Source: an optimization exercise on an open RTL-to-GDS flow (aim: small area, a short achievable clock period and few clock cycles per item). Production flows keep margins and buffers that such runs may drop.
The RTL was checked by simulation tests, not by an equivalence proof against the original design.
Power and IR drop assume default switching activity.

## design/flow/design.v

```verilog
module ctrl(
	input wire					rst,
	input wire					stallreq_from_id,					 
	input wire					stallreq_from_ex,					 
	output reg[5:0]				stall
);
	always @ (*)
	begin
		if (rst == 1'b1)
		begin
			stall <= 6'b00000;
		end
		else
		begin
			if (stallreq_from_id == 1'b1)
			begin
				stall <= 6'b00111;
			end
			else if (stallreq_from_ex == 1'b1)
			begin
				stall <= 6'b01111;
			end
			else
			begin
				stall <= 6'b00000;
			end
		end
	end
endmodule
module pc_reg(
	input wire					clk,
	input wire					rst,
	output reg[31:0]	pc,		 
	output reg					ce,		 
	input wire[5:0]				stall
);
	always @ (posedge clk)
	begin
		if (rst == 1'b1)
		begin
			ce <= 1'b0;			 
		end
		else
		begin
			ce <= 1'b1;			 
		end
	end
	always @ (posedge clk)
	begin
		if (ce == 1'b0)
		begin
			pc <= 32'h00000000;			 
		end
		else if (stall[0] == 1'b0)
		begin
			pc <= pc + 4'h4;			 
		end
		else
		begin
			pc <= pc;
		end
	end
endmodule
module if_id(
	input wire					clk,
	input wire					rst,
	input wire[31:0]	if_pc,
	input wire[31:0]		if_inst,
	output reg[31:0]	id_pc,
	output reg[31:0]		id_inst,
	input wire[5:0]				stall
);
	always @ (posedge clk)
	begin
		if (rst == 1'b1)
		begin
			id_pc <= 32'h00000000;
			id_inst <= 32'h00000000;
		end
		else if (stall[1] == 1'b0)
		begin
			id_pc <= if_pc;
			id_inst <= if_inst;
		end
		else if ((stall[1] == 1'b1) && (stall[2] == 1'b0))
		begin
			id_pc <= 32'h00000000;
			id_inst <= 32'h00000000;
		end
		else
		begin
			id_pc <= id_pc;
			id_inst <= id_inst;
		end
	end
endmodule
module id(
	input wire					rst,
	input wire[31:0]		inst_i,		 
	input wire[31:0]			reg1_data_i,		 
	input wire[31:0]			reg2_data_i,		 
	output reg					reg1_read_o,		 
	output reg					reg2_read_o,		 
	output reg[4:0]		reg1_addr_o,		 
	output reg[4:0]		reg2_addr_o,		 
	output reg[7:0]		aluop_o,			 
	output reg[2:0]		alusel_o,			 
	output reg[31:0]			reg1_o,				 
	output reg[31:0]			reg2_o,				 
	output reg[4:0]		wd_o,				 
	output reg					wreg_o,				 
	input wire[4:0]		ex_wd_i,
	input wire					ex_wreg_i,
	input wire[31:0]			ex_wdata_i,
	input wire[4:0]		mem_wd_i,
	input wire					mem_wreg_i,
	input wire[31:0]			mem_wdata_i,
	output wire					stallreq_from_id
);
	wire[5:0] op_code = inst_i[31:26];			 
	wire[4:0] rs_code = inst_i[25:21];			 
	wire[4:0] rt_code = inst_i[20:16];			 
	wire[4:0] rd_code = inst_i[15:11];			 
	wire[5:0] func_code = inst_i[5:0];			 
	wire[15:0] imm_code = inst_i[15:0];			 
	reg[31:0] imm;
	reg inst_valid;
	reg[31:0] reg1_mux_i;
	reg[31:0] reg2_mux_i;
	assign stallreq_from_id = 1'b0;
	always @ (*)
	begin
		if (rst == 1'b1)
		begin
			aluop_o = 8'b00000000;
			alusel_o = 3'b000;
			wd_o = 5'b00000;
			wreg_o = 1'b0;
			inst_valid = 1'b1;
			reg1_read_o = 1'b0;
			reg2_read_o = 1'b0;
			reg1_addr_o = 5'b00000;
			reg2_addr_o = 5'b00000;
			imm = 32'h00000000;
		end
		else
		begin
			reg1_addr_o = rs_code;
			reg2_addr_o = rt_code;
			case (op_code)
				6'b001101:
				begin
					wreg_o = 1'b1;
					aluop_o = 8'b00100101;
					alusel_o = 3'b001;
					reg1_read_o = 1'b1;
					reg2_read_o = 1'b0;
					imm = {16'h0, imm_code};
					wd_o = rt_code;
					inst_valid = 1'b0;				
				end
				6'b001100:
				begin
					wreg_o = 1'b1;
					aluop_o = 8'b00100100;
					alusel_o = 3'b001;
					reg1_read_o = 1'b1;
					reg2_read_o = 1'b0;
					imm = {16'h0, imm_code};
					wd_o = rt_code;
					inst_valid = 1'b0;
				end
				6'b001110:
				begin
					wreg_o = 1'b1;
					aluop_o = 8'b00100110;
					alusel_o = 3'b001;
					reg1_read_o = 1'b1;
					reg2_read_o = 1'b0;
					imm = {16'h0, imm_code};
					wd_o = rt_code;
					inst_valid = 1'b0;
				end
				6'b001111:
				begin
					wreg_o = 1'b1;
					aluop_o = 8'b01011100;
					alusel_o = 3'b001;
					reg1_read_o = 1'b1;					 
					reg2_read_o = 1'b0;
					imm = {16'h0, imm_code};
					wd_o = rt_code;
					inst_valid = 1'b0;
				end
				6'b110011:
				begin
					wreg_o = 1'b0;
					aluop_o = 8'b00000000;
					alusel_o = 3'b000;
					reg1_read_o = 1'b0;
					reg2_read_o = 1'b0;
					imm = {16'h0, imm_code};
					wd_o = rt_code;
					inst_valid = 1'b0;
				end
				6'b001000:
				begin
					wreg_o = 1'b1;
					aluop_o = 8'b01010101;
					alusel_o = 3'b100;
					reg1_read_o = 1'b1;
					reg2_read_o = 1'b0;
					imm = {{16{imm_code[15]}}, imm_code};		 
					wd_o = rt_code;
					inst_valid = 1'b0;
				end
				6'b001001:
				begin
					wreg_o = 1'b1;
					aluop_o = 8'b01010110;
					alusel_o = 3'b100;
					reg1_read_o = 1'b1;
					reg2_read_o = 1'b0;
					imm = {{16{imm_code[15]}}, imm_code};		 
					wd_o = rt_code;
					inst_valid = 1'b0;
				end
				6'b001010:
				begin
					wreg_o = 1'b1;
					aluop_o = 8'b00101010;
					alusel_o = 3'b100;
					reg1_read_o = 1'b1;
					reg2_read_o = 1'b0;
					imm = {{16{imm_code[15]}}, imm_code};		 
					wd_o = rt_code;
					inst_valid = 1'b0;
				end
				6'b001011:
				begin
					wreg_o = 1'b1;
					aluop_o = 8'b00101011;
					alusel_o = 3'b100;
					reg1_read_o = 1'b1;
					reg2_read_o = 1'b0;
					imm = {{16{imm_code[15]}}, imm_code};		 
					wd_o = rt_code;
					inst_valid = 1'b0;
				end
				6'b000000:
				begin
					case (func_code)
						6'b100100:
						begin
							wreg_o = 1'b1;
							aluop_o = 8'b00100100;
							alusel_o = 3'b001;
							reg1_read_o = 1'b1;
							reg2_read_o = 1'b1;
							imm = {16'b0, imm_code};
							wd_o = rd_code;
							inst_valid = 1'b0;
						end
						6'b100101:
						begin
							wreg_o = 1'b1;
							aluop_o = 8'b00100101;
							alusel_o = 3'b001;
							reg1_read_o = 1'b1;
							reg2_read_o = 1'b1;
							imm = {16'b0, imm_code};
							wd_o = rd_code;
							inst_valid = 1'b0;
						end
						6'b100110:
						begin
							wreg_o = 1'b1;
							aluop_o = 8'b00100110;
							alusel_o = 3'b001;
							reg1_read_o = 1'b1;
							reg2_read_o = 1'b1;
							imm = {16'b0, imm_code};
							wd_o = rd_code;
							inst_valid = 1'b0;
						end
						6'b100111:
						begin
							wreg_o = 1'b1;
							aluop_o = 8'b00100111;
							alusel_o = 3'b001;
							reg1_read_o = 1'b1;
							reg2_read_o = 1'b1;
							imm = {16'b0, imm_code};
							wd_o = rd_code;
							inst_valid = 1'b0;
						end
						6'b000100:
						begin
							wreg_o = 1'b1;
							aluop_o = 8'b00000100;
							alusel_o = 3'b010;
							reg1_read_o = 1'b1;
							reg2_read_o = 1'b1;
							imm = {16'b0, imm_code};
							wd_o = rd_code;
							inst_valid = 1'b0;
						end
						6'b000110:
						begin
							wreg_o = 1'b1;
							aluop_o = 8'b00000110;
							alusel_o = 3'b010;
							reg1_read_o = 1'b1;
							reg2_read_o = 1'b1;
							imm = {16'b0, imm_code};
							wd_o = rd_code;
							inst_valid = 1'b0;
						end
						6'b000111:
						begin
							wreg_o = 1'b1;
							aluop_o = 8'b00000111;
							alusel_o = 3'b010;
							reg1_read_o = 1'b1;
							reg2_read_o = 1'b1;
							imm = {16'b0, imm_code};
							wd_o = rd_code;
							inst_valid = 1'b0;
						end
						6'b000000:
						begin
							wreg_o = 1'b1;
							aluop_o = 8'b01111100;
							alusel_o = 3'b010;
							reg1_read_o = 1'b0;
							reg2_read_o = 1'b1;
							imm = {16'b0, imm_code};
							wd_o = rd_code;
							inst_valid = 1'b0;
						end
						6'b000010:
						begin
							wreg_o = 1'b1;
							aluop_o = 8'b00000010;
							alusel_o = 3'b010;
							reg1_read_o = 1'b0;
							reg2_read_o = 1'b1;
							imm = {16'b0, imm_code};
							wd_o = rd_code;
							inst_valid = 1'b0;
						end
						6'b000011:
						begin
							wreg_o = 1'b1;
							aluop_o = 8'b00000011;
							alusel_o = 3'b010;
							reg1_read_o = 1'b0;
							reg2_read_o = 1'b1;
							imm = {16'b0, imm_code};
							wd_o = rd_code;
							inst_valid = 1'b0;
						end
						6'b001111:
						begin
							wreg_o = 1'b0;
							aluop_o = 8'b00000000;
							alusel_o = 3'b000;
							reg1_read_o = 1'b0;
							reg2_read_o = 1'b1;					 
							imm = {16'b0, imm_code};
							wd_o = rd_code;
							inst_valid = 1'b0;
						end
						6'b001011:
						begin
							if (reg2_o == 32'h00000000)
							begin
								wreg_o = 1'b0;
							end
							else
							begin
								wreg_o = 1'b1;
							end
							aluop_o = 8'b00001010;
							alusel_o = 3'b011;
							reg1_read_o = 1'b1;
							reg2_read_o = 1'b1;
							imm = {16'b0, imm_code};
							wd_o = rd_code;
							inst_valid = 1'b0;
						end
						6'b001010:
						begin
							if (reg2_o == 32'h00000000)
							begin
								wreg_o = 1'b1;
							end
							else
							begin
								wreg_o = 1'b0;
							end
							aluop_o = 8'b00001010;
							alusel_o = 3'b011;
							reg1_read_o = 1'b1;
							reg2_read_o = 1'b1;
							imm = {16'b0, imm_code};
							wd_o = rd_code;
							inst_valid = 1'b0;
						end
						6'b010000:
						begin
							wreg_o = 1'b1;
							aluop_o = 8'b00010000;
							alusel_o = 3'b011;
							reg1_read_o = 1'b0;
							reg2_read_o = 1'b0;
							imm = {16'b0, imm_code};
							wd_o = rd_code;
							inst_valid = 1'b0;
						end
						6'b010010:
						begin
							wreg_o = 1'b1;
							aluop_o = 8'b00010010;
							alusel_o = 3'b011;
							reg1_read_o = 1'b0;
							reg2_read_o = 1'b0;
							imm = {16'b0, imm_code};
							wd_o = rd_code;
							inst_valid = 1'b0;
						end
						6'b010001:
						begin
							wreg_o = 1'b0;
							aluop_o = 8'b00010001;
							alusel_o = 3'b000;
							reg1_read_o = 1'b1;
							reg2_read_o = 1'b0;
							imm = {16'b0, imm_code};
							wd_o = rd_code;
							inst_valid = 1'b0;
						end
						6'b010011:
						begin
							wreg_o = 1'b0;
							aluop_o = 8'b00010011;
							alusel_o = 3'b000;
							reg1_read_o = 1'b1;
							reg2_read_o = 1'b0;
							imm = {16'b0, imm_code};
							wd_o = rd_code;
							inst_valid = 1'b0;
						end
						6'b100000:
						begin
							wreg_o = 1'b1;
							aluop_o = 8'b00100000;
							alusel_o = 3'b100;
							reg1_read_o = 1'b1;
							reg2_read_o = 1'b1;
							imm = {16'b0, imm_code};
							wd_o = rd_code;
							inst_valid = 1'b0;
						end
						6'b100001:
						begin
							wreg_o = 1'b1;
							aluop_o = 8'b00100001;
							alusel_o = 3'b100;
							reg1_read_o = 1'b1;
							reg2_read_o = 1'b1;
							imm = {16'b0, imm_code};
							wd_o = rd_code;
							inst_valid = 1'b0;
						end
						6'b100010:
						begin
							wreg_o = 1'b1;
							aluop_o = 8'b00100010;
							alusel_o = 3'b100;
							reg1_read_o = 1'b1;
							reg2_read_o = 1'b1;
							imm = {16'b0, imm_code};
							wd_o = rd_code;
							inst_valid = 1'b0;
						end
						6'b100011:
						begin
							wreg_o = 1'b1;
							aluop_o = 8'b00100011;
							alusel_o = 3'b100;
							reg1_read_o = 1'b1;
							reg2_read_o = 1'b1;
							imm = {16'b0, imm_code};
							wd_o = rd_code;
							inst_valid = 1'b0;
						end
						6'b101010:
						begin
							wreg_o = 1'b1;
							aluop_o = 8'b00101010;
							alusel_o = 3'b100;
							reg1_read_o = 1'b1;
							reg2_read_o = 1'b1;
							imm = {16'b0, imm_code};
							wd_o = rd_code;
							inst_valid = 1'b0;
						end
						6'b101011:
						begin
							wreg_o = 1'b1;
							aluop_o = 8'b00101011;
							alusel_o = 3'b100;
							reg1_read_o = 1'b1;
							reg2_read_o = 1'b1;
							imm = {16'b0, imm_code};
							wd_o = rd_code;
							inst_valid = 1'b0;
						end
						6'b011000:
						begin
							wreg_o = 1'b0;
							aluop_o = 8'b00011000;
							alusel_o = 3'b000;
							reg1_read_o = 1'b1;
							reg2_read_o = 1'b1;
							imm = {16'b0, imm_code};
							wd_o = rd_code;
							inst_valid = 1'b0;
						end
						6'b011001:
						begin
							wreg_o = 1'b0;
							aluop_o = 8'b00011001;
							alusel_o = 3'b000;
							reg1_read_o = 1'b1;
							reg2_read_o = 1'b1;
							imm = {16'b0, imm_code};
							wd_o = rd_code;
							inst_valid = 1'b0;
						end
						6'b011010:
						begin
							wreg_o = 1'b0;
							aluop_o = 8'b00011010;
							alusel_o = 3'b000;
							reg1_read_o = 1'b1;
							reg2_read_o = 1'b1;
							imm = {16'b0, imm_code};
							wd_o = rd_code;
							inst_valid = 1'b0;
						end
						6'b011011:
						begin
							wreg_o = 1'b0;
							aluop_o = 8'b00011011;
							alusel_o = 3'b000;
							reg1_read_o = 1'b1;
							reg2_read_o = 1'b1;
							imm = {16'b0, imm_code};
							wd_o = rd_code;
							inst_valid = 1'b0;
						end
						default:
						begin
							wreg_o = 1'b0;
							aluop_o = 8'b00100111;
							alusel_o = 3'b000;
							reg1_read_o = 1'b0;
							reg2_read_o = 1'b0;
							imm = 32'h00000000;
							wd_o = 5'b00000;
							inst_valid = 1'b1;
						end
					endcase  
				end
				6'b011100:
				begin
					case (func_code)
						6'b000010:
						begin
							wreg_o = 1'b1;
							aluop_o = 8'b10101001;
							alusel_o = 3'b100;
							reg1_read_o = 1'b1;
							reg2_read_o = 1'b1;
							imm = {16'b0, imm_code};
							wd_o = rd_code;
							inst_valid = 1'b0;
						end
						6'b100000:
						begin
							wreg_o = 1'b1;
							aluop_o = 8'b10110000;
							alusel_o = 3'b100;
							reg1_read_o = 1'b1;
							reg2_read_o = 1'b1;
							imm = {16'b0, imm_code};
							wd_o = rd_code;
							inst_valid = 1'b0;
						end
						6'b100001:
						begin
							wreg_o = 1'b1;
							aluop_o = 8'b10110001;
							alusel_o = 3'b100;
							reg1_read_o = 1'b1;
							reg2_read_o = 1'b1;
							imm = {16'b0, imm_code};
							wd_o = rd_code;
							inst_valid = 1'b0;
						end
						6'b000000:
						begin
							wreg_o = 1'b0;
							aluop_o = 8'b10100110;
							alusel_o = 3'b100;
							reg1_read_o = 1'b1;
							reg2_read_o = 1'b1;
							imm = {16'b0, imm_code};
							wd_o = rd_code;
							inst_valid = 1'b0;
						end
						6'b000001:
						begin
							wreg_o = 1'b0;
							aluop_o = 8'b10101000;
							alusel_o = 3'b100;
							reg1_read_o = 1'b1;
							reg2_read_o = 1'b1;
							imm = {16'b0, imm_code};
							wd_o = rd_code;
							inst_valid = 1'b0;
						end
						6'b000100:
						begin
							wreg_o = 1'b0;
							aluop_o = 8'b10101010;
							alusel_o = 3'b100;
							reg1_read_o = 1'b1;
							reg2_read_o = 1'b1;
							imm = {16'b0, imm_code};
							wd_o = rd_code;
							inst_valid = 1'b0;
						end
						6'b000101:
						begin
							wreg_o = 1'b0;
							aluop_o = 8'b10101011;
							alusel_o = 3'b100;
							reg1_read_o = 1'b1;
							reg2_read_o = 1'b1;
							imm = {16'b0, imm_code};
							wd_o = rd_code;
							inst_valid = 1'b0;
						end
						default:
						begin
							wreg_o = 1'b0;
							aluop_o = 8'b00000000;
							alusel_o = 3'b000;
							reg1_read_o = 1'b0;
							reg2_read_o = 1'b0;
							imm = 32'h00000000;
							wd_o = 5'b00000;
							inst_valid = 1'b1;
						end
					endcase
				end
				default:
				begin
					wreg_o = 1'b0;
					aluop_o = 8'b00000000;
					alusel_o = 3'b000;
					reg1_read_o = 1'b0;
					reg2_read_o = 1'b0;
					imm = 32'h00000000;
					wd_o = 5'b00000;
					inst_valid = 1'b1;
				end
			endcase  
		end
	end
	always @ (*)
	begin
		if (rst == 1'b1)
		begin
			reg1_mux_i = 32'h00000000;
		end
		else if ((ex_wreg_i == 1'b1)&&(ex_wd_i != 5'b00000)&&(reg1_addr_o == ex_wd_i))						 
		begin
			reg1_mux_i = ex_wdata_i;
		end
		else if ((mem_wreg_i == 1'b1)&&(mem_wd_i != 5'b00000)&&(reg1_addr_o == mem_wd_i))					 
		begin
			reg1_mux_i = mem_wdata_i;
		end
		else
		begin
			reg1_mux_i = reg1_data_i;
		end
	end
	always @ (*)
	begin
		if (rst == 1'b1)
		begin
			reg1_o = 32'h00000000;
		end
		else if (reg1_read_o == 1'b1)
		begin
			reg1_o = reg1_mux_i;
		end
		else if (reg1_read_o == 1'b0)
		begin
			reg1_o = imm;
		end
		else
		begin
			reg1_o = 32'h00000000;
		end
	end
	always @ (*)
	begin
		if (rst == 1'b1)
		begin
			reg2_mux_i = 32'h00000000;
		end
		else if ((ex_wreg_i == 1'b1)&&(ex_wd_i != 5'b00000)&&(reg2_addr_o == ex_wd_i))						 
		begin
			reg2_mux_i = ex_wdata_i;
		end
		else if ((mem_wreg_i == 1'b1)&&(mem_wd_i != 5'b00000)&&(reg2_addr_o == mem_wd_i))					 
		begin
			reg2_mux_i = mem_wdata_i;
		end
		else
		begin
			reg2_mux_i = reg2_data_i;
		end
	end
	always @ (*)
	begin
		if (rst == 1'b1)
		begin
			reg2_o = 32'h00000000;
		end
		else if (reg2_read_o == 1'b1)
		begin
			reg2_o = reg2_mux_i;
		end
		else if (reg2_read_o == 1'b0)
		begin
			reg2_o = imm;
		end
		else
		begin
			reg2_o = 32'h00000000;
		end
	end
endmodule
module regfile(
	input wire					clk,
	input wire					rst,
	input wire					we,
	input wire[4:0]		waddr,		 
	input wire[31:0]			wdata,		 
	input wire					re1,
	input wire[4:0]		raddr1,
	output reg[31:0]			rdata1,
	input wire					re2,
	input wire[4:0]		raddr2,
	output reg[31:0]			rdata2
);
	reg[31:0]				regs[32-1 : 0];
	always @ (posedge clk)
	begin
		if (rst == 1'b0)
		begin
			if ((we == 1'b1) && (waddr != 5'h0))		 
			begin
				regs[waddr] <= wdata;
			end
		end
	end
	always @ (*)
	begin
		if (rst == 1'b1)
		begin
			rdata1 = 32'h00000000;
		end
		else if (raddr1 == 5'h0)		 
		begin
			rdata1 = 32'h00000000;
		end
		else if ((raddr1 == waddr) && (we == 1'b1) && (re1 == 1'b1))		 
		begin
			rdata1 = wdata;
		end
		else
		begin
			rdata1 = regs[raddr1];
		end
	end
	always @ (*)
	begin
		if (rst == 1'b1)
		begin
			rdata2 = 32'h00000000;
		end
		else if (raddr2 == 5'h0)
		begin
			rdata2 = 32'h00000000;
		end
		else if ((raddr2 == waddr) && (we == 1'b1) && (re2 == 1'b1))
		begin
			rdata2 = wdata;
		end
		else
		begin
			rdata2 = regs[raddr2];
		end
	end
endmodule
module id_ex(
	input wire					clk,
	input wire					rst,
	input wire[7:0]		id_aluop,
	input wire[2:0]		id_alusel,
	input wire[31:0]			id_reg1,
	input wire[31:0]			id_reg2,
	input wire[4:0]		id_wd,
	input wire					id_wreg,
	output reg[7:0]		ex_aluop,
	output reg[2:0]		ex_alusel,
	output reg[31:0]			ex_reg1,
	output reg[31:0]			ex_reg2,
	output reg[4:0]		ex_wd,
	output reg					ex_wreg,
	input wire[5:0]				stall
);
	always @ (posedge clk)
	begin
		if (rst == 1'b1)
		begin
			ex_aluop <= 8'b00000000;
			ex_alusel <= 3'b000;
			ex_reg1 <= 32'h00000000;
			ex_reg2 <= 32'h00000000;
			ex_wd <= 5'b00000;
			ex_wreg <= 1'b0;
		end
		else if (stall[2] == 1'b0)
		begin
			ex_aluop <= id_aluop;
			ex_alusel <= id_alusel;
			ex_reg1 <= id_reg1;
			ex_reg2 <= id_reg2;
			ex_wd <= id_wd;
			ex_wreg <= id_wreg;
		end
		else if ((stall[2] == 1'b1) && (stall[3] == 1'b0))
		begin
			ex_aluop <= 8'b00000000;
			ex_alusel <= 3'b000;
			ex_reg1 <= 32'h00000000;
			ex_reg2 <= 32'h00000000;
			ex_wd <= 5'b00000;
			ex_wreg <= 1'b0;
		end
		else
		begin
			ex_aluop <= ex_aluop;
			ex_alusel <= ex_alusel;
			ex_reg1 <= ex_reg1;
			ex_reg2 <= ex_reg2;
			ex_wd <= ex_wd;
			ex_wreg <= ex_wreg;
		end
	end
endmodule
module ex(
	input wire					rst,
	input wire[7:0]		aluop_i,
	input wire[2:0]		alusel_i,
	input wire[31:0]			reg1_i,
	input wire[31:0]			reg2_i,
	input wire[4:0]		wd_i,
	input wire					wreg_i,
	input wire[31:0]			hi_i,
	input wire[31:0]			lo_i,
	input wire					mem_whilo_i,
	input wire[31:0]			mem_hi_i,
	input wire[31:0]			mem_lo_i,
	input wire					wb_whilo_i,
	input wire[31:0]			wb_hi_i,
	input wire[31:0]			wb_lo_i,
	input wire[1:0]				madd_msub_cnt_i,
	input wire[63:0]	madd_msub_mul_i,
	input wire[31:0]			div_quo_i,
	input wire[31:0]			div_rem_i,
	input wire[5:0]					div_shift_cnt_i,
	output reg[4:0]		wd_o,
	output reg					wreg_o,
	output reg[31:0]			wdata_o,
	output reg					whilo_o,
	output reg[31:0]			hi_o,
	output reg[31:0]			lo_o,
	output reg					stallreq_from_ex,
	output reg[1:0]				madd_msub_cnt_o,
	output reg[63:0]	madd_msub_mul_o,
	output reg[31:0]			div_quo_o,
	output reg[31:0]			div_rem_o,
	output reg[5:0]					div_shift_cnt_o
);
	reg[31:0]				logicout;
	reg[31:0]				shiftres;
	reg[31:0]				moveres;
	reg[31:0]				hi_mux_i;
	reg[31:0]				lo_mux_i;
	reg[31:0]				mathres;
	wire[31:0]				reg2_mux_i;					 
	wire[31:0]				reg1_add_reg2;
	wire						overflow_add;				 
	wire						reg1_lt_reg2;				 
	wire[31:0]				reg1_mux_i;					 
	wire[5:0]					zero_counter;				 
	wire[31:0]				reg1_mul_i;					 
	wire[31:0]				reg2_mul_i;					 
	wire[63:0]			reg1_mul_reg2;				 
	wire[63:0]			mulres;						 
	reg						madd_msub_stallreq;				 
	reg[63:0]		madd_msub_res;					 
	reg						div_stallreq;					 
	wire[31:0]			div_dividend;					 
	wire[31:0]			div_divisor;					 
	wire[31:0]			div_quotient;					 
	wire[31:0]			div_remainder;					 
	wire					div_illegal;					 
	wire[5:0]				div_shift_cnt;					 
	wire[63:0]		divres;							 
	always @ (*)
	begin
		if (rst == 1'b1)
		begin
			logicout <= 32'h00000000;
		end
		else
		begin
			case (aluop_i)
				8'b00100101:
				begin
					logicout = reg1_i | reg2_i;
				end
				8'b00100100:
				begin
					logicout = reg1_i & reg2_i;
				end
				8'b00100110:
				begin
					logicout = reg1_i ^ reg2_i;
				end
				8'b00100111:
				begin
					logicout = ~(reg1_i | reg2_i);
				end
				8'b01011100:
				begin
					logicout = {reg2_i, 16'b0};
				end
				default:
				begin
					logicout = 32'h00000000;
				end
			endcase  
		end
	end
	always @ (*)
	begin
		if (rst == 1'b1)
		begin
			shiftres = 32'h00000000;
		end
		else
		begin
			case (aluop_i)
				8'b00000100:
				begin
					shiftres = reg2_i << reg1_i[4:0];
				end
				8'b00000110:
				begin
					shiftres = reg2_i >> reg1_i[4:0];
				end
				8'b00000111:
				begin
					shiftres = (reg2_i >> reg1_i[4:0]) | ({{31{reg2_i[31]}}, 1'b0} << ~reg1_i[4:0]);
				end
				8'b01111100:
				begin
					shiftres = reg2_i << reg1_i[10:6];													 
				end
				8'b00000010:
				begin
					shiftres = reg2_i >> reg1_i[10:6];													 
				end
				8'b00000011:
				begin
					shiftres = (reg2_i >> reg1_i[10:6]) | ({{31{reg2_i[31]}}, 1'b0} << ~reg1_i[10:6]);	 
				end
				default:
				begin
					shiftres = 32'h00000000;
				end
			endcase  
		end
	end
	always @ (*)
	begin
		if (rst == 1'b1)
		begin
			hi_mux_i = 32'h00000000;
			lo_mux_i = 32'h00000000;
		end
		else
		begin
			if (mem_whilo_i == 1'b1)
			begin
				hi_mux_i = mem_hi_i;
				lo_mux_i = mem_lo_i;
			end
			else if (wb_whilo_i == 1'b1)
			begin
				hi_mux_i = wb_hi_i;
				lo_mux_i = wb_lo_i;
			end
			else
			begin
				hi_mux_i = hi_i;
				lo_mux_i = lo_i;
			end
		end
	end
	always @ (*)
	begin
		if (rst == 1'b1)
		begin
			moveres = 32'h00000000;
		end
		else
		begin
			case (aluop_i)
				8'b00001010:
				begin
					moveres = reg1_i;
				end
				8'b00010000:
				begin
					moveres = hi_mux_i;
				end
				8'b00010010:
				begin
					moveres = lo_mux_i;
				end
				default:
				begin
					moveres = 32'h00000000;
				end
			endcase  
		end
	end
	assign reg2_mux_i = ((aluop_i == 8'b00100010) ||
						(aluop_i == 8'b00100011) ||
						(aluop_i == 8'b00101010)) ?
						(~reg2_i)+1 : reg2_i;
	assign reg1_add_reg2 = reg1_i + reg2_mux_i;
	assign overflow_add = (reg1_i[31] == ((aluop_i == 8'b00100010) ? !reg2_i[31] : reg2_i[31])) &&
							(reg1_add_reg2[31] != reg1_i[31]);
	assign reg1_lt_reg2 = (aluop_i == 8'b00101010) ?
							(reg1_i[31] && !reg2_i[31]) ||
							(reg1_i[31] && reg2_i[31] && reg1_add_reg2[31]) ||
							(!reg1_i[31] && !reg2_i[31] && reg1_add_reg2[31]) :
							(reg1_i < reg2_i);
	assign reg1_mux_i = (aluop_i == 8'b10110001) ? ~reg1_i : reg1_i;
	assign zero_counter = reg1_mux_i[31] ? 0 :
							reg1_mux_i[30] ? 1 :
							reg1_mux_i[29] ? 2 :
							reg1_mux_i[28] ? 3 :
							reg1_mux_i[27] ? 4 :
							reg1_mux_i[26] ? 5 :
							reg1_mux_i[25] ? 6 :
							reg1_mux_i[24] ? 7 :
							reg1_mux_i[23] ? 8 :
							reg1_mux_i[22] ? 9 :
							reg1_mux_i[21] ? 10 :
							reg1_mux_i[20] ? 11 :
							reg1_mux_i[19] ? 12 :
							reg1_mux_i[18] ? 13 :
							reg1_mux_i[17] ? 14 :
							reg1_mux_i[16] ? 15 :
							reg1_mux_i[15] ? 16 :
							reg1_mux_i[14] ? 17 :
							reg1_mux_i[13] ? 18 :
							reg1_mux_i[12] ? 19 :
							reg1_mux_i[11] ? 20 :
							reg1_mux_i[10] ? 21 :
							reg1_mux_i[9] ? 22 :
							reg1_mux_i[8] ? 23 :
							reg1_mux_i[7] ? 24 :
							reg1_mux_i[6] ? 25 :
							reg1_mux_i[5] ? 26 :
							reg1_mux_i[4] ? 27 :
							reg1_mux_i[3] ? 28 :
							reg1_mux_i[2] ? 29 :
							reg1_mux_i[1] ? 30 :
							reg1_mux_i[0] ? 31 : 32;
	assign reg1_mul_i = (((aluop_i == 8'b10101001) ||
							(aluop_i == 8'b00011000) ||
							(aluop_i == 8'b10100110) ||
							(aluop_i == 8'b10101010)) &&
							(reg1_i[31] == 1'b1)) ?
							(~reg1_i + 1) : reg1_i;
	assign reg2_mul_i = (((aluop_i == 8'b10101001) ||
							(aluop_i == 8'b00011000) ||
							(aluop_i == 8'b10100110) ||
							(aluop_i == 8'b10101010)) &&
							(reg2_i[31] == 1'b1)) ?
							(~reg2_i + 1) : reg2_i;
	assign reg1_mul_reg2 = reg1_mul_i * reg2_mul_i;
	assign mulres = (((aluop_i == 8'b10101001) ||
					(aluop_i == 8'b00011000) ||
					(aluop_i == 8'b10100110) ||
					(aluop_i == 8'b10101010)) &&
					(reg1_i[31]^reg2_i[31] == 1'b1) ) ?
					(~reg1_mul_reg2 + 1) : reg1_mul_reg2;
	always @ (*)
	begin
		if (rst == 1'b1)
		begin
			mathres = 32'h00000000;
		end
		else
		begin
			case (aluop_i)
				8'b00100000, 8'b01010101, 8'b00100001, 8'b01010110, 8'b00100010, 8'b00100011:
				begin
					mathres = reg1_add_reg2;
				end
				8'b00101010, 8'b00101011:
				begin
					mathres = {31'b0, reg1_lt_reg2};
				end
				8'b10110000, 8'b10110001:
				begin
					mathres = {26'b0, zero_counter};
				end
				8'b10101001:
				begin
					mathres = mulres[31:0];
				end
				default:
				begin
					mathres = 32'h00000000;
				end
			endcase  
		end
	end
	always @ (*)
	begin
		if (rst == 1'b1)
		begin
			madd_msub_cnt_o = 2'b00;
			madd_msub_stallreq = 1'b0;
			madd_msub_mul_o = {32'h00000000, 32'h00000000};
			madd_msub_res = {32'h00000000, 32'h00000000};
		end
		else
		begin
			case (aluop_i)
				8'b10100110, 8'b10101000:
				begin
					if (madd_msub_cnt_i == 2'b00)
					begin
						madd_msub_cnt_o = 2'b01;
						madd_msub_stallreq = 1'b1;
						madd_msub_mul_o = mulres;
						madd_msub_res = {32'h00000000, 32'h00000000};
					end
					else if (madd_msub_cnt_i == 2'b01)
					begin
						madd_msub_cnt_o = 2'b00;
						madd_msub_stallreq = 1'b0;
						madd_msub_mul_o = {32'h00000000, 32'h00000000};
						madd_msub_res = madd_msub_mul_i + {hi_mux_i, lo_mux_i};
					end
					else
					begin
						madd_msub_cnt_o = 2'b00;
						madd_msub_stallreq = 1'b0;
						madd_msub_mul_o = {32'h00000000, 32'h00000000};
						madd_msub_res = {32'h00000000, 32'h00000000};
					end
				end
				8'b10101010, 8'b10101011:
				begin
					if (madd_msub_cnt_i == 2'b00)
					begin
						madd_msub_cnt_o = 2'b01;
						madd_msub_stallreq = 1'b1;
						madd_msub_mul_o = ~mulres + 1;
						madd_msub_res = {32'h00000000, 32'h00000000};
					end
					else if (madd_msub_cnt_i == 2'b01)
					begin
						madd_msub_cnt_o = 2'b00;
						madd_msub_stallreq = 1'b0;
						madd_msub_mul_o = {32'h00000000, 32'h00000000};
						madd_msub_res = madd_msub_mul_i + {hi_mux_i, lo_mux_i};
					end
					else
					begin
						madd_msub_cnt_o = 2'b00;
						madd_msub_stallreq = 1'b0;
						madd_msub_mul_o = {32'h00000000, 32'h00000000};
						madd_msub_res = {32'h00000000, 32'h00000000};
					end
				end
				default:
				begin
					madd_msub_cnt_o = 2'b00;
					madd_msub_stallreq = 1'b0;
					madd_msub_mul_o = {32'h00000000, 32'h00000000};
					madd_msub_res = {32'h00000000, 32'h00000000};
				end
			endcase  
		end
	end
	assign div_illegal = (|reg1_i == 1'b0) ? 1'b1 : 1'b0;
	assign div_dividend = ((aluop_i == 8'b00011010) && (reg1_i[31] == 1'b1)) ? (~reg1_i + 1) : reg1_i;
	assign div_divisor = ((aluop_i == 8'b00011010) && (reg2_i[31] == 1'b1)) ? (~reg2_i + 1) : reg2_i;
	assign div_shift_cnt = div_divisor[31] ? 0 :
							div_divisor[30] ? 1 :
							div_divisor[29] ? 2 :
							div_divisor[28] ? 3 :
							div_divisor[27] ? 4 :
							div_divisor[26] ? 5 :
							div_divisor[25] ? 6 :
							div_divisor[24] ? 7 :
							div_divisor[23] ? 8 :
							div_divisor[22] ? 9 :
							div_divisor[21] ? 10 :
							div_divisor[20] ? 11 :
							div_divisor[19] ? 12 :
							div_divisor[18] ? 13 :
							div_divisor[17] ? 14 :
							div_divisor[16] ? 15 :
							div_divisor[15] ? 16 :
							div_divisor[14] ? 17 :
							div_divisor[13] ? 18 :
							div_divisor[12] ? 19 :
							div_divisor[11] ? 20 :
							div_divisor[10] ? 21 :
							div_divisor[9] ? 22 :
							div_divisor[8] ? 23 :
							div_divisor[7] ? 24 :
							div_divisor[6] ? 25 :
							div_divisor[5] ? 26 :
							div_divisor[4] ? 27 :
							div_divisor[3] ? 28 :
							div_divisor[2] ? 29 :
							div_divisor[1] ? 30 :
							div_divisor[0] ? 31 : 32;
	assign div_quotient = ((aluop_i == 8'b00011010) && (reg1_i[31] ^ reg2_i[31] == 1'b1)) ? (~div_quo_o + 1) : div_quo_o;
	assign div_remainder = ((aluop_i == 8'b00011010) && (reg1_i[31] == 1'b1)) ? (~div_rem_o + 1) : div_rem_o;
	assign divres = (div_shift_cnt_o == 6'b11_1111) ? {div_remainder, div_quotient} : {32'h00000000, 32'h00000000};
	always @ (*)
	begin
		if (rst == 1'b1)
		begin
			div_stallreq = 1'b0;
			div_shift_cnt_o = 6'b11_1111;
			div_quo_o = 32'h00000000;
			div_rem_o = 32'h00000000;
		end
		else if ((aluop_i == 8'b00011010) || (aluop_i == 8'b00011011))
		begin
			if (div_shift_cnt_i == 6'b11_1111)
			begin
				div_stallreq = 1'b1;
				div_shift_cnt_o = div_shift_cnt;
				div_quo_o = 32'h00000000;
				div_rem_o = div_dividend;
			end
			else 
			begin
				if (div_shift_cnt_i == 6'b00_0000)
				begin
					div_stallreq = 1'b0;
					div_shift_cnt_o = 6'b11_1111;
				end
				else
				begin
					div_stallreq = 1'b1;
					div_shift_cnt_o = div_shift_cnt_i + 6'b11_1111;
				end
				if (div_rem_i < (div_divisor << div_shift_cnt_i))
				begin
					div_quo_o = div_quo_i;
					div_rem_o = div_rem_i;
				end
				else
				begin
					div_quo_o = div_quo_i + (1 << div_shift_cnt_i);
					div_rem_o = div_rem_i + (~(div_divisor << div_shift_cnt_i)) + 1;
				end
			end
		end
		else
		begin
			div_stallreq = 1'b0;
			div_shift_cnt_o = 6'b11_1111;
			div_quo_o = 32'h00000000;
			div_rem_o = 32'h00000000;
		end
	end
	always @ (*)
	begin
		if (rst == 1'b1)
		begin
			stallreq_from_ex = 1'b0;
		end
		else
		begin
			stallreq_from_ex = madd_msub_stallreq | div_stallreq;
		end
	end
	always @ (*)
	begin
		wd_o = wd_i;		 
		if (((aluop_i == 8'b00100000) || (aluop_i == 8'b01010101) || (aluop_i == 8'b00100010)) && (overflow_add == 1'b1))
		begin
			wreg_o = 1'b0;
		end
		else
		begin
			wreg_o = wreg_i;
		end
	end
	always @ (*)
	begin
		case (alusel_i)
			3'b001:
			begin
				wdata_o = logicout;
			end
			3'b010:
			begin
				wdata_o = shiftres;
			end
			3'b011:
			begin
				wdata_o = moveres;
			end
			3'b100:
			begin
				wdata_o = mathres;
			end
			3'b000:
			begin
			  wdata_o = 32'h00000000;
			end
			default:
			begin
				wdata_o = 32'h00000000;
			end
		endcase  
	end
	always @ (*)
	begin
		if (rst == 1'b1)
		begin
			whilo_o = 1'b0;
			hi_o = 32'h00000000;
			lo_o = 32'h00000000;
		end
		else
		begin
			case (aluop_i)
				8'b00010001:
				begin
					whilo_o = 1'b1;
					hi_o = reg1_i;
					lo_o = lo_mux_i;
				end
				8'b00010011:
				begin
					whilo_o = 1'b1;
					hi_o = hi_mux_i;
					lo_o = reg1_i;
				end
				8'b00011000, 8'b00011001:
				begin
					whilo_o = 1'b1;
					{hi_o, lo_o} = mulres;
				end
				8'b10100110, 8'b10101000, 8'b10101010, 8'b10101011:
				begin
					whilo_o = 1'b1;
					{hi_o, lo_o} = madd_msub_res;
				end
				8'b00011010, 8'b00011011:
				begin
					whilo_o = 1'b1;
					{hi_o, lo_o} = divres;
				end
				default:
				begin
					whilo_o = 1'b0;
					hi_o = 32'h00000000;
					lo_o = 32'h00000000;
				end
			endcase  
		end
	end
endmodule
module ex_mem(
	input wire					clk,
	input wire					rst,
	input wire[4:0]		ex_wd,
	input wire					ex_wreg,
	input wire[31:0]			ex_wdata,
	input wire					ex_whilo,
	input wire[31:0]			ex_hi,
	input wire[31:0]			ex_lo,
	input wire[1:0]				ex_madd_msub_cnt,
	input wire[63:0]	ex_madd_msub_mul,
	input wire[31:0]			ex_div_quo_o,
	input wire[31:0]			ex_div_rem_o,
	input wire[5:0]				ex_div_shift_cnt_o,
	output reg[1:0]				madd_msub_cnt,
	output reg[63:0]	madd_msub_mul,
	output reg[31:0]			ex_div_quo_i,
	output reg[31:0]			ex_div_rem_i,
	output reg[5:0]				ex_div_shift_cnt_i,
	output reg[4:0]		mem_wd,
	output reg					mem_wreg,
	output reg[31:0]			mem_wdata,
	output reg					mem_whilo,
	output reg[31:0]			mem_hi,
	output reg[31:0]			mem_lo,
	input wire[5:0]				stall
);
	always @ (posedge clk)
	begin
		if (rst == 1'b1)
		begin
			mem_wd <= 5'b00000;
			mem_wreg <= 1'b0;
			mem_wdata <= 32'h00000000;
			mem_whilo <= 1'b0;
			mem_hi <= 32'h00000000;
			mem_lo <= 32'h00000000;
			madd_msub_cnt <= 2'b00;
			madd_msub_mul <= {32'h00000000, 32'h00000000};
			ex_div_shift_cnt_i <= 6'b11_1111;
			ex_div_quo_i <= 32'h00000000;
			ex_div_rem_i <= 32'h00000000;
		end
		else if (stall[3] == 1'b0)
		begin
			mem_wd <= ex_wd;
			mem_wreg <= ex_wreg;
			mem_wdata <= ex_wdata;
			mem_whilo <= ex_whilo;
			mem_hi <= ex_hi;
			mem_lo <= ex_lo;
			madd_msub_cnt <= 2'b00;
			madd_msub_mul <= {32'h00000000, 32'h00000000};
			ex_div_shift_cnt_i <= 6'b11_1111;
			ex_div_quo_i <= 32'h00000000;
			ex_div_rem_i <= 32'h00000000;
		end
		else if ((stall[3] == 1'b1) && (stall[4] == 1'b0))
		begin
			mem_wd <= 5'b00000;
			mem_wreg <= 1'b0;
			mem_wdata <= 32'h00000000;
			mem_whilo <= 1'b0;
			mem_hi <= 32'h00000000;
			mem_lo <= 32'h00000000;
			madd_msub_cnt <= ex_madd_msub_cnt;
			madd_msub_mul <= ex_madd_msub_mul;
			ex_div_shift_cnt_i <= ex_div_shift_cnt_o;
			ex_div_quo_i <= ex_div_quo_o;
			ex_div_rem_i <= ex_div_rem_o;
		end
		else
		begin
			mem_wd <= mem_wd;
			mem_wreg <= mem_wreg;
			mem_wdata <= mem_wdata;
			mem_whilo <= mem_whilo;
			mem_hi <= mem_hi;
			mem_lo <= mem_lo;
			madd_msub_cnt <= ex_madd_msub_cnt;
			madd_msub_mul <= ex_madd_msub_mul;
			ex_div_shift_cnt_i <= ex_div_shift_cnt_o;
			ex_div_quo_i <= ex_div_quo_o;
			ex_div_rem_i <= ex_div_rem_o;
		end
	end
endmodule
module mem(
	input wire					rst,
	input wire[4:0]		wd_i,
	input wire					wreg_i,
	input wire[31:0]			wdata_i,
	input wire					whilo_i,
	input wire[31:0]			hi_i,
	input wire[31:0]			lo_i,
	output reg[4:0]		wd_o,
	output reg					wreg_o,
	output reg[31:0]			wdata_o,
	output reg					whilo_o,
	output reg[31:0]			hi_o,
	output reg[31:0]			lo_o
);
	always @ (*)
	begin
		if (rst == 1'b1)
		begin
			wd_o = 5'b00000;
			wreg_o = 1'b0;
			wdata_o = 32'h00000000;
			whilo_o = 1'b0;
			hi_o = 32'h00000000;
			lo_o = 32'h00000000;
		end
		else
		begin
			wd_o = wd_i;
			wreg_o = wreg_i;
			wdata_o = wdata_i;
			whilo_o = whilo_i;
			hi_o = hi_i;
			lo_o = lo_i;
		end
	end
endmodule
module mem_wb(
	input wire					clk,
	input wire					rst,
	input wire[4:0]		mem_wd,
	input wire					mem_wreg,
	input wire[31:0]			mem_wdata,
	input wire					mem_whilo,
	input wire[31:0]			mem_hi,
	input wire[31:0]			mem_lo,
	output reg[4:0]		wb_wd,
	output reg					wb_wreg,
	output reg[31:0]			wb_wdata,
	output reg					wb_whilo,
	output reg[31:0]			wb_hi,
	output reg[31:0]			wb_lo,
	input wire[5:0]				stall
);
	always @ (posedge clk)
	begin
		if (rst == 1'b1)
		begin
			wb_wd <= 5'b00000;
			wb_wreg <= 1'b0;
			wb_wdata <= 32'h00000000;
			wb_whilo <= 1'b0;
			wb_hi <= 32'h00000000;
			wb_lo <= 32'h00000000;
		end
		else if (stall[4] == 1'b0)
		begin
			wb_wd <= mem_wd;
			wb_wreg <= mem_wreg;
			wb_wdata <= mem_wdata;
			wb_whilo <= mem_whilo;
			wb_hi <= mem_hi;
			wb_lo <= mem_lo;
		end
		else if ((stall[4] == 1'b1) && (stall[5] == 1'b0))
		begin
			wb_wd <= 5'b00000;
			wb_wreg <= 1'b0;
			wb_wdata <= 32'h00000000;
			wb_whilo <= 1'b0;
			wb_hi <= 32'h00000000;
			wb_lo <= 32'h00000000;
		end
		else
		begin
			wb_wd <= wb_wd;
			wb_wreg <= wb_wreg;
			wb_wdata <= wb_wdata;
			wb_whilo <= wb_whilo;
			wb_hi <= wb_hi;
			wb_lo <= wb_lo;
		end
	end
endmodule
module hilo_reg(
	input wire					clk,
	input wire					rst,
	input wire					we,
	input wire[31:0]			hi_i,
	input wire[31:0]			lo_i,
	output reg[31:0]			hi_o,
	output reg[31:0]			lo_o
);
	always @ (posedge clk)
	begin
		if (rst == 1'b1)
		begin
			hi_o <= 32'h00000000;
			lo_o <= 32'h00000000;
		end
		else if (we == 1'b1)
		begin
			hi_o <= hi_i;
			lo_o <= lo_i;
		end
		else
		begin
			hi_o <= hi_o;
			lo_o <= lo_o;
		end
	end
endmodule
module openmips(
	input wire					clk,
	input wire					rst,
	input wire[31:0]			rom_data_i,
	output wire[31:0]		rom_addr_o,
	output wire					rom_ce_o,
	output wire					gpr_we_o,
	output wire[4:0]	gpr_waddr_o,
	output wire[31:0]		gpr_wdata_o,
	output wire					hilo_we_o,
	output wire[31:0]		hilo_hi_o,
	output wire[31:0]		hilo_lo_o
);
	wire[31:0]			pc;
	wire[31:0]			id_pc_i;
	wire[31:0]				id_inst_i;
	wire[7:0]				id_aluop_o;
	wire[2:0]			id_alusel_o;
	wire[31:0]				id_reg1_o;
	wire[31:0]				id_reg2_o;
	wire						id_wreg_o;
	wire[4:0]			id_wd_o;
	wire[7:0]				ex_aluop_i;
	wire[2:0]			ex_alusel_i;
	wire[31:0]				ex_reg1_i;
	wire[31:0]				ex_reg2_i;
	wire						ex_wreg_i;
	wire[4:0]			ex_wd_i;
	wire 						ex_wreg_o;
	wire[4:0]			ex_wd_o;
	wire[31:0]				ex_wdata_o;
	wire						ex_whilo_o;
	wire[31:0]				ex_hi_o;
	wire[31:0]				ex_lo_o;
	wire[1:0]					ex_madd_msub_cnt_i;
	wire[63:0]			ex_madd_msub_mul_i;
	wire[1:0]					ex_madd_msub_cnt_o;
	wire[63:0]			ex_madd_msub_mul_o;
	wire[5:0]					ex_div_shift_cnt_i;
	wire[31:0]				ex_div_quo_i;
	wire[31:0]				ex_div_rem_i;
	wire[5:0]					ex_div_shift_cnt_o;
	wire[31:0]				ex_div_quo_o;
	wire[31:0]				ex_div_rem_o;
	wire						mem_wreg_i;
	wire[4:0]			mem_wd_i;
	wire[31:0]				mem_wdata_i;
	wire						mem_whilo_i;
	wire[31:0]				mem_hi_i;
	wire[31:0]				mem_lo_i;
	wire						mem_wreg_o;
	wire[4:0]			mem_wd_o;
	wire[31:0]				mem_wdata_o;
	wire						mem_whilo_o;
	wire[31:0]				mem_hi_o;
	wire[31:0]				mem_lo_o;
	wire						wb_wreg_i;
	wire[4:0]			wb_wd_i;
	wire[31:0]				wb_wdata_i;
	wire						wb_whilo;
	wire[31:0]				wb_hi;
	wire[31:0]				wb_lo;
	wire						reg1_read;
	wire						reg2_read;
	wire[31:0]				reg1_data;
	wire[31:0]				reg2_data;
	wire[4:0]			reg1_addr;
	wire[4:0]			reg2_addr;
	wire[31:0]				hi_reg_o;
	wire[31:0]				lo_reg_o;
	wire[5:0]					stall;
	wire						stallreq_from_id;
	wire						stallreq_from_ex;
	ctrl ctrl0(
		.rst(rst),							 
		.stallreq_from_id(stallreq_from_id), 
		.stallreq_from_ex(stallreq_from_ex), 
		.stall(stall)						 
	);
	pc_reg pc_reg0(
		.clk(clk),							 
		.rst(rst),							 
		.stall(stall),						 
		.pc(pc),							 
		.ce(rom_ce_o)						 
	);
	assign rom_addr_o = pc;
	if_id if_id0(
		.clk(clk),							 
		.rst(rst),							 
		.if_pc(pc),							 
		.if_inst(rom_data_i),				 
		.stall(stall),						 
		.id_pc(id_pc_i),					 
		.id_inst(id_inst_i)					 
	);
	id id0(
		.rst(rst),							 
		.inst_i(id_inst_i),					 
		.reg1_data_i(reg1_data),			 
		.reg2_data_i(reg2_data),			 
		.stallreq_from_id(stallreq_from_id), 
		.reg1_read_o(reg1_read),			 
		.reg2_read_o(reg2_read),			 
		.reg1_addr_o(reg1_addr),			 
		.reg2_addr_o(reg2_addr),			 
		.aluop_o(id_aluop_o),				 
		.alusel_o(id_alusel_o),				 
		.reg1_o(id_reg1_o),					 
		.reg2_o(id_reg2_o),					 
		.wd_o(id_wd_o),						 
		.wreg_o(id_wreg_o),					 
		.ex_wd_i(ex_wd_o),					 
		.ex_wreg_i(ex_wreg_o),				 
		.ex_wdata_i(ex_wdata_o),			 
		.mem_wd_i(mem_wd_o),				 
		.mem_wreg_i(mem_wreg_o),			 
		.mem_wdata_i(mem_wdata_o)			 
	);
	regfile	regfile0(
		.clk(clk),							 
		.rst(rst),							 
		.we(wb_wreg_i),						 
		.waddr(wb_wd_i),					 
		.wdata(wb_wdata_i),					 
		.re1(reg1_read),					 
		.raddr1(reg1_addr),					 
		.rdata1(reg1_data),					 
		.re2(reg2_read),					 
		.raddr2(reg2_addr),					 
		.rdata2(reg2_data)					 
	);
	id_ex id_ex0(
		.clk(clk),							 
		.rst(rst),							 
		.id_aluop(id_aluop_o),				 
		.id_alusel(id_alusel_o),			 
		.id_reg1(id_reg1_o),				 
		.id_reg2(id_reg2_o),				 
		.id_wd(id_wd_o),					 
		.id_wreg(id_wreg_o),				 
		.stall(stall),						 
		.ex_aluop(ex_aluop_i),				 
		.ex_alusel(ex_alusel_i),			 
		.ex_reg1(ex_reg1_i),				 
		.ex_reg2(ex_reg2_i),				 
		.ex_wd(ex_wd_i),					 
		.ex_wreg(ex_wreg_i)					 
	);
	ex ex0(
		.rst(rst),							 
		.aluop_i(ex_aluop_i),				 
		.alusel_i(ex_alusel_i),				 
		.reg1_i(ex_reg1_i),					 
		.reg2_i(ex_reg2_i),					 
		.wd_i(ex_wd_i),						 
		.wreg_i(ex_wreg_i),					 
		.hi_i(hi_reg_o),					 
		.lo_i(lo_reg_o),					 
		.mem_whilo_i(mem_whilo_o),			 
		.mem_hi_i(mem_hi_o),				 
		.mem_lo_i(mem_lo_o),				 
		.wb_whilo_i(wb_whilo),				 
		.wb_hi_i(wb_hi),					 
		.wb_lo_i(wb_lo),					 
		.madd_msub_cnt_i(ex_madd_msub_cnt_i), 
		.madd_msub_mul_i(ex_madd_msub_mul_i), 
		.div_shift_cnt_i(ex_div_shift_cnt_i), 
		.div_quo_i(ex_div_quo_i),			 
		.div_rem_i(ex_div_rem_i),			 
		.stallreq_from_ex(stallreq_from_ex), 
		.wd_o(ex_wd_o),						 
		.wreg_o(ex_wreg_o),					 
		.wdata_o(ex_wdata_o),				 
		.whilo_o(ex_whilo_o),				 
		.hi_o(ex_hi_o),						 
		.lo_o(ex_lo_o),						 
		.madd_msub_cnt_o(ex_madd_msub_cnt_o), 
		.madd_msub_mul_o(ex_madd_msub_mul_o), 
		.div_shift_cnt_o(ex_div_shift_cnt_o), 
		.div_quo_o(ex_div_quo_o),			 
		.div_rem_o(ex_div_rem_o)			 
	);
	ex_mem ex_mem0(
		.clk(clk),							 
		.rst(rst),							 
		.ex_wd(ex_wd_o),					 
		.ex_wreg(ex_wreg_o),				 
		.ex_wdata(ex_wdata_o),				 
		.ex_whilo(ex_whilo_o),				 
		.ex_hi(ex_hi_o),					 
		.ex_lo(ex_lo_o),					 
		.ex_madd_msub_cnt(ex_madd_msub_cnt_o), 
		.ex_madd_msub_mul(ex_madd_msub_mul_o), 
		.ex_div_shift_cnt_o(ex_div_shift_cnt_o), 
		.ex_div_quo_o(ex_div_quo_o),		 
		.ex_div_rem_o(ex_div_rem_o),		 
		.stall(stall),						 
		.mem_wd(mem_wd_i),					 
		.mem_wreg(mem_wreg_i),				 
		.mem_wdata(mem_wdata_i),			 
		.mem_whilo(mem_whilo_i),			 
		.mem_hi(mem_hi_i),					 
		.mem_lo(mem_lo_i),					 
		.madd_msub_cnt(ex_madd_msub_cnt_i), 
		.madd_msub_mul(ex_madd_msub_mul_i), 
		.ex_div_shift_cnt_i(ex_div_shift_cnt_i), 
		.ex_div_quo_i(ex_div_quo_i),		 
		.ex_div_rem_i(ex_div_rem_i)			 
	);
	mem mem0(
		.rst(rst),							 
		.wd_i(mem_wd_i),					 
		.wreg_i(mem_wreg_i),				 
		.wdata_i(mem_wdata_i),				 
		.whilo_i(mem_whilo_i),				 
		.hi_i(mem_hi_i),					 
		.lo_i(mem_lo_i),					 
		.wd_o(mem_wd_o),					 
		.wreg_o(mem_wreg_o),				 
		.wdata_o(mem_wdata_o),				 
		.whilo_o(mem_whilo_o),				 
		.hi_o(mem_hi_o),					 
		.lo_o(mem_lo_o)						 
	);
	mem_wb mem_wb0(
		.clk(clk),							 
		.rst(rst),							 
		.mem_wd(mem_wd_o),					 
		.mem_wreg(mem_wreg_o),				 
		.mem_wdata(mem_wdata_o),			 
		.mem_whilo(mem_whilo_o),			 
		.mem_hi(mem_hi_o),					 
		.mem_lo(mem_lo_o),					 
		.stall(stall),						 
		.wb_wd(wb_wd_i),					 
		.wb_wreg(wb_wreg_i),				 
		.wb_wdata(wb_wdata_i),				 
		.wb_whilo(wb_whilo),				 
		.wb_hi(wb_hi),						 
		.wb_lo(wb_lo)						 
	);
	assign gpr_we_o = (rst == 1'b0) && (wb_wreg_i == 1'b1) && (wb_wd_i != 5'b00000);
	assign gpr_waddr_o = wb_wd_i;
	assign gpr_wdata_o = wb_wdata_i;
	assign hilo_we_o = (rst == 1'b0) && (wb_whilo == 1'b1);
	assign hilo_hi_o = wb_hi;
	assign hilo_lo_o = wb_lo;
	hilo_reg hilo_reg0(
		.clk(clk),							 
		.rst(rst),							 
		.we(wb_whilo),						 
		.hi_i(wb_hi),						 
		.lo_i(wb_lo),						 
		.hi_o(hi_reg_o),					 
		.lo_o(lo_reg_o)						 
	);
endmodule
```

## design/flow/run.sh

```bash
#!/bin/bash
# synth_recipe.tcl (not shown) runs the flow's synth.tcl, then flattens the netlist and writes it again
# the make line also repeats each setting of config.mk as NAME=value (left out here)
make -C /OpenROAD-flow-scripts/flow DESIGN_CONFIG=/design/flow/config.mk WORK_HOME=/design/flow/orfs CLKGATE_MAP_FILE= SYNTH_SCRIPT=/design/flow/synth_recipe.tcl finish
```

## design/flow/config.mk

```make
export PLATFORM = sky130hd
export DESIGN_NAME = openmips
export DESIGN_NICKNAME = openmips
export VERILOG_FILES = /design/flow/design.v
export SDC_FILE = /design/flow/constraint.sdc
export NUM_CORES = 8
export LEC_CHECK = 0
export CAP_MARGIN = 20
export CORE_MARGIN = 2
export CORE_UTILIZATION = 40
export SLEW_MARGIN = 20
```

## design/flow/constraint.sdc

```tcl
create_clock -name core_clock -period 15.5 [get_ports {clk}]
set_input_delay 3.1000 -clock core_clock [delete_from_list [all_inputs] [get_ports {clk}]]
set_output_delay 3.1000 -clock core_clock [all_outputs]
set_load 0.01 [all_outputs]
```

==> flow_summary.json <==
{
  "status": "timing/DRC/antenna clean",
  "coreArea_um2": 334000,
  "largest_reg_flops": 1024,
  "first_pass_iters": 11,
  "fin_tns_setup_ps": 0,
  "synth_top_area_share_pct": 22.9,
  "io_buffers": 167,
  "worst_slew_pin_slew_ps": 1330,
  "power.share.clock_pct": 41.7,
  "placementRows": 212,
  "io_pins": 170,
  "path_depth": 42,
  "htree_levels": 4,
  "ctsResizeCount": 0,
  "synth_area_leaders": "edfxtp_1, fa_1, dfxtp_1",
  "rr_worst_depth": 42,
  "track_usage_pct": 34.3,
  "wl_per_cell_um": 32.7,
  "grt_max_degree": 123,
  "syn_inst": 13800,
  "max_stage_delay_ps": 930,
  "initial_core_util_pct": 40.2,
  "cp.arrival_ps": 15330,
  "nFillCells": 31800,
  "reg2reg_slack_ps": 890,
  "p_seq_share_pct": 43.5,
  "synth_area_um2": 134000,
  "cts_sinks": 1573,
  "ant_nets": 0,
  "cp_common_cell": "fa_1",
  "grt_pass1_wl_um": 841000,
  "r2r-start": "id_ex0.ex_aluop[5]",
  "start_kind": "flop",
  "finalCritPeriodShare_pct": 94.2,
  "regMostFlops": "regfile0.regs",
  "yosysTopAreaCell": "edfxtp_1",
  "cts_root_buffer": "clkbuf_16",
  "finalWirelength_um": 599000,
  "finClkSkew_ps": 89.6,
  "vias": 118000,
  "ys_ff_latch": 1573,
  "chipWidth_um": 583,
  "drv_slew": 0,
  "setup_viol": 0,
  "p_leak_nw": 54.5,
  "avgSynthCellArea_um2": 9.71,
  "cellPowerDensity_nw_per_um2": 68.8,
  "fin_crit_ps": 14610,
  "crit_buf_inv": 9,
  "synth-seq-area-share_pct": 31.1,
  "hold_violations": 0,
  "fmax_mhz": 68.5,
  "worstSetupEndpoint": "ex_mem0.madd_msub_mul[61]",
  "via_per_inst": 6.43,
  "slowest_stage": "xnor2_2",
  "place_area_um2": 143000,
  "grt_overflow_total": 0,
  "die_area_um2": 340000,
  "crit_path_start": "id_ex0.ex_aluop[5]",
  "synthArstFlopShare_pct": 0,
  "ir_drop_mv": 0.0970,
  "drt-initial-drc-count": 16100,
  "worst-setup-path-type": "flop to flop",
  "maxCapViolCount": 0,
  "crit_path_end_kind": "flop",
  "clockBufferDepth": 4,
  "cp.required_ps": 16230,
  "rr_endpoint": "ex_mem0.madd_msub_mul[61]",
  "intPower_w": 0.00735,
  "finalPower_w": 0.0102,
  "crit_path_max_fanout": 18,
  "final_area_um2": 149000,
  "relSlewSlack_pct": 11.5,
  "min_path_type": "flop to flop",
  "nets": 15200,
  "synth_top_flop_cell": "edfxtp_1",
  "clk_latency_ps": 910,
  "postCtsSetupBuffers": 0,
  "synth_warnings": 11,
  "grt_pass1_vias": 113000,
  "largestRegisters": "regfile0.regs: 1024 flops, ex_mem0.madd_msub_mul: 64 flops",
  "p_sw_w": 0.00289,
  "pre_cts_ws_ps": 1090,
  "combPwrFrac_pct": 14.8,
  "drc": 0,
  "gp_congestion": 1.10,
  "syn_to_final_growth_pct": 11.0,
  "cts_made_buffers": 176,
  "yosysUniqueCellTypes": 114,
  "hpwl_um": 436000,
  "finalWorstSetupSlack_ps": 892,
  "synth_edf_count": 1024,
  "antenna_found_initial": 39,
  "ctsHoldBuffers": 0,
  "drive_above_1_share_pct": 12.2,
  "dieHeight_um": 583,
  "path_clk_slew_ps": 70,
  "sw_frac_of_total_pct": 28.2,
  "rsz0062_at_grt": "no",
  "cts_tree": "yes",
  "cpLargestDelayFamily": "simple AND/OR/NAND/NOR gates"
}
-- routing by layer --
| metal | GRT usage (%) | wire length, um | share of wire, % | vias to the layer above |
|---|---|---|---|---|
| li1 | - | - | - | 49200 |
| met3 | 9.89 | 69600 | 12 | 2013 |
| met1 | 43.1 | 222000 | 37 | 58800 |
| met2 | 51.4 | 258000 | 43 | 7771 |
| met5 | 0 | 324 | 0.054 | - |
| met4 | 22.8 | 48500 | 8.1 | 22 |
-- tightest hold or removal path: stages (launching register included) --
cell and delay [ps]:
dfxtp_1 300, inv_1 60, nor2_1 40
-- stage by stage --
step	utilization [%]	hold WS, ps	cells
after floorplan	-	410	13900
after global placement	42.9	413	18000
after detailed placement	42.9	419	18000
after CTS	44.6	394	18300
after global routing	44.6	429	18300
final	44.6	393	18300
-- power by group through the flow --
stage / clock network [W] / registers (W) / logic, W
6_report: 0.00427 / 0.00446 / 0.00152
5_1_grt: 0.00444 / 0.00445 / 0.00155
4_1_cts: 0.00429 / 0.00445 / 0.00144
3_5_place_dp: 0 / 0.00455 / 0.00144
3_3_place_gp: 0 / 0.00454 / 0.00144
2_1_floorplan: 0 / 0.00453 / 0.000882
-- area by class of cell --
type                            instances  area [um^2]  share of cell area (%)
Multi-Input combinational cell      10200        86100                    57.8
Sequential cell                      1573        41800                    28.1
Timing Repair Buffer                  702         5810                    3.90
Tap cell                             4387         5490                    3.69
Clock buffer                          221         4790                    3.21
Inverter                             1072         4020                    2.70
Clock inverter                         92          913                   0.613
Antenna cell                           26         65.1                  0.0437
-- cells by family (layout without fill, tap and decap cells) --
kind of cell,after synthesis,after routing,share of synthesized area [%]
simple gates,4240,4240,14.4
compound gates,2947,2947,14.6
buf+inv,2063,2087,5.82
flops,1573,1573,31.1
fa+ha+maj,1429,1429,18.4
mux,950,950,11.7
xor+xnor,622,622,4.06
other cells,1,60,0.00279
-- cells in the final DEF, fill, tap and decap left out, types with 362 or more instances in the layout --
cell type,netlist,final
nand2_1,1630,1624
nor2_1,1215,1173
inv_1,1047,1046
edfxtp_1,1024,1024
fa_1,900,900
a21oi_1,711,700
o21ai_0,538,533
ha_1,529,529
dfxtp_1,549,529
buf_4,3,525
mux4_2,487,487
xnor2_1,491,418
mux2i_1,365,362
-- worst min path at each step --
stage	from	end	slack, ps	depth (start not counted)
floorplan	ex_mem0.mem_hi[0]	mem_wb0.wb_hi[0]	410	2
global placement	ex_mem0.mem_hi[11]	mem_wb0.wb_hi[11]	410	2
detailed placement	ex_mem0.mem_lo[26]	mem_wb0.wb_lo[26]	420	2
CTS	ex_mem0.mem_lo[14]	mem_wb0.wb_lo[14]	390	2
global route	ex_mem0.mem_lo[14]	mem_wb0.wb_lo[14]	430	2
finish	ex_mem0.mem_lo[14]	mem_wb0.wb_lo[14]	390	2
-- cells in the mapped netlist (all sizes together) (119+ instances only) --
library cell / n
a211oi: 337
a21o: 121
a21oi: 713
a22oi: 145
a31oi: 197
and2: 125
buf: 173
clkbuf: 818
dfxtp: 549
edfxtp: 1024
fa: 900
ha: 529
inv: 1057
mux2i: 365
mux4: 487
nand2: 1631
nand2b: 130
nand3: 220
nor2: 1216
nor2b: 224
nor3: 183
o21ai: 544
o22ai: 119
xnor2: 491
xor2: 131

## afterwards: timing with drivers on the ports
The results above use ideal ports. As a check the final layout listed here was re-extracted and re-timed, cells and wires unchanged.
Step 1 assumes that a clkbuf_16 drives the clock port and a buf_2 every other input.
Step 2 moves the port delays by t, midway between the first and last clock arrival at a register: inputs arrive t later, outputs are due t later. That takes back most of the time a late clock gives input paths.
a / b / c = no drivers / after step 1 / after step 2; a / b = the first two.
t (ns): 0.967
setup WS [ns]: 0.892 / 0.892 / 0.892
worst setup path after step 2: register to register
cell pins on the clock port's net: 1
After both steps this run still meets setup and hold. The setup slack of this run moves by 0.000 ns with the drivers and by 0.000 ns with both steps.
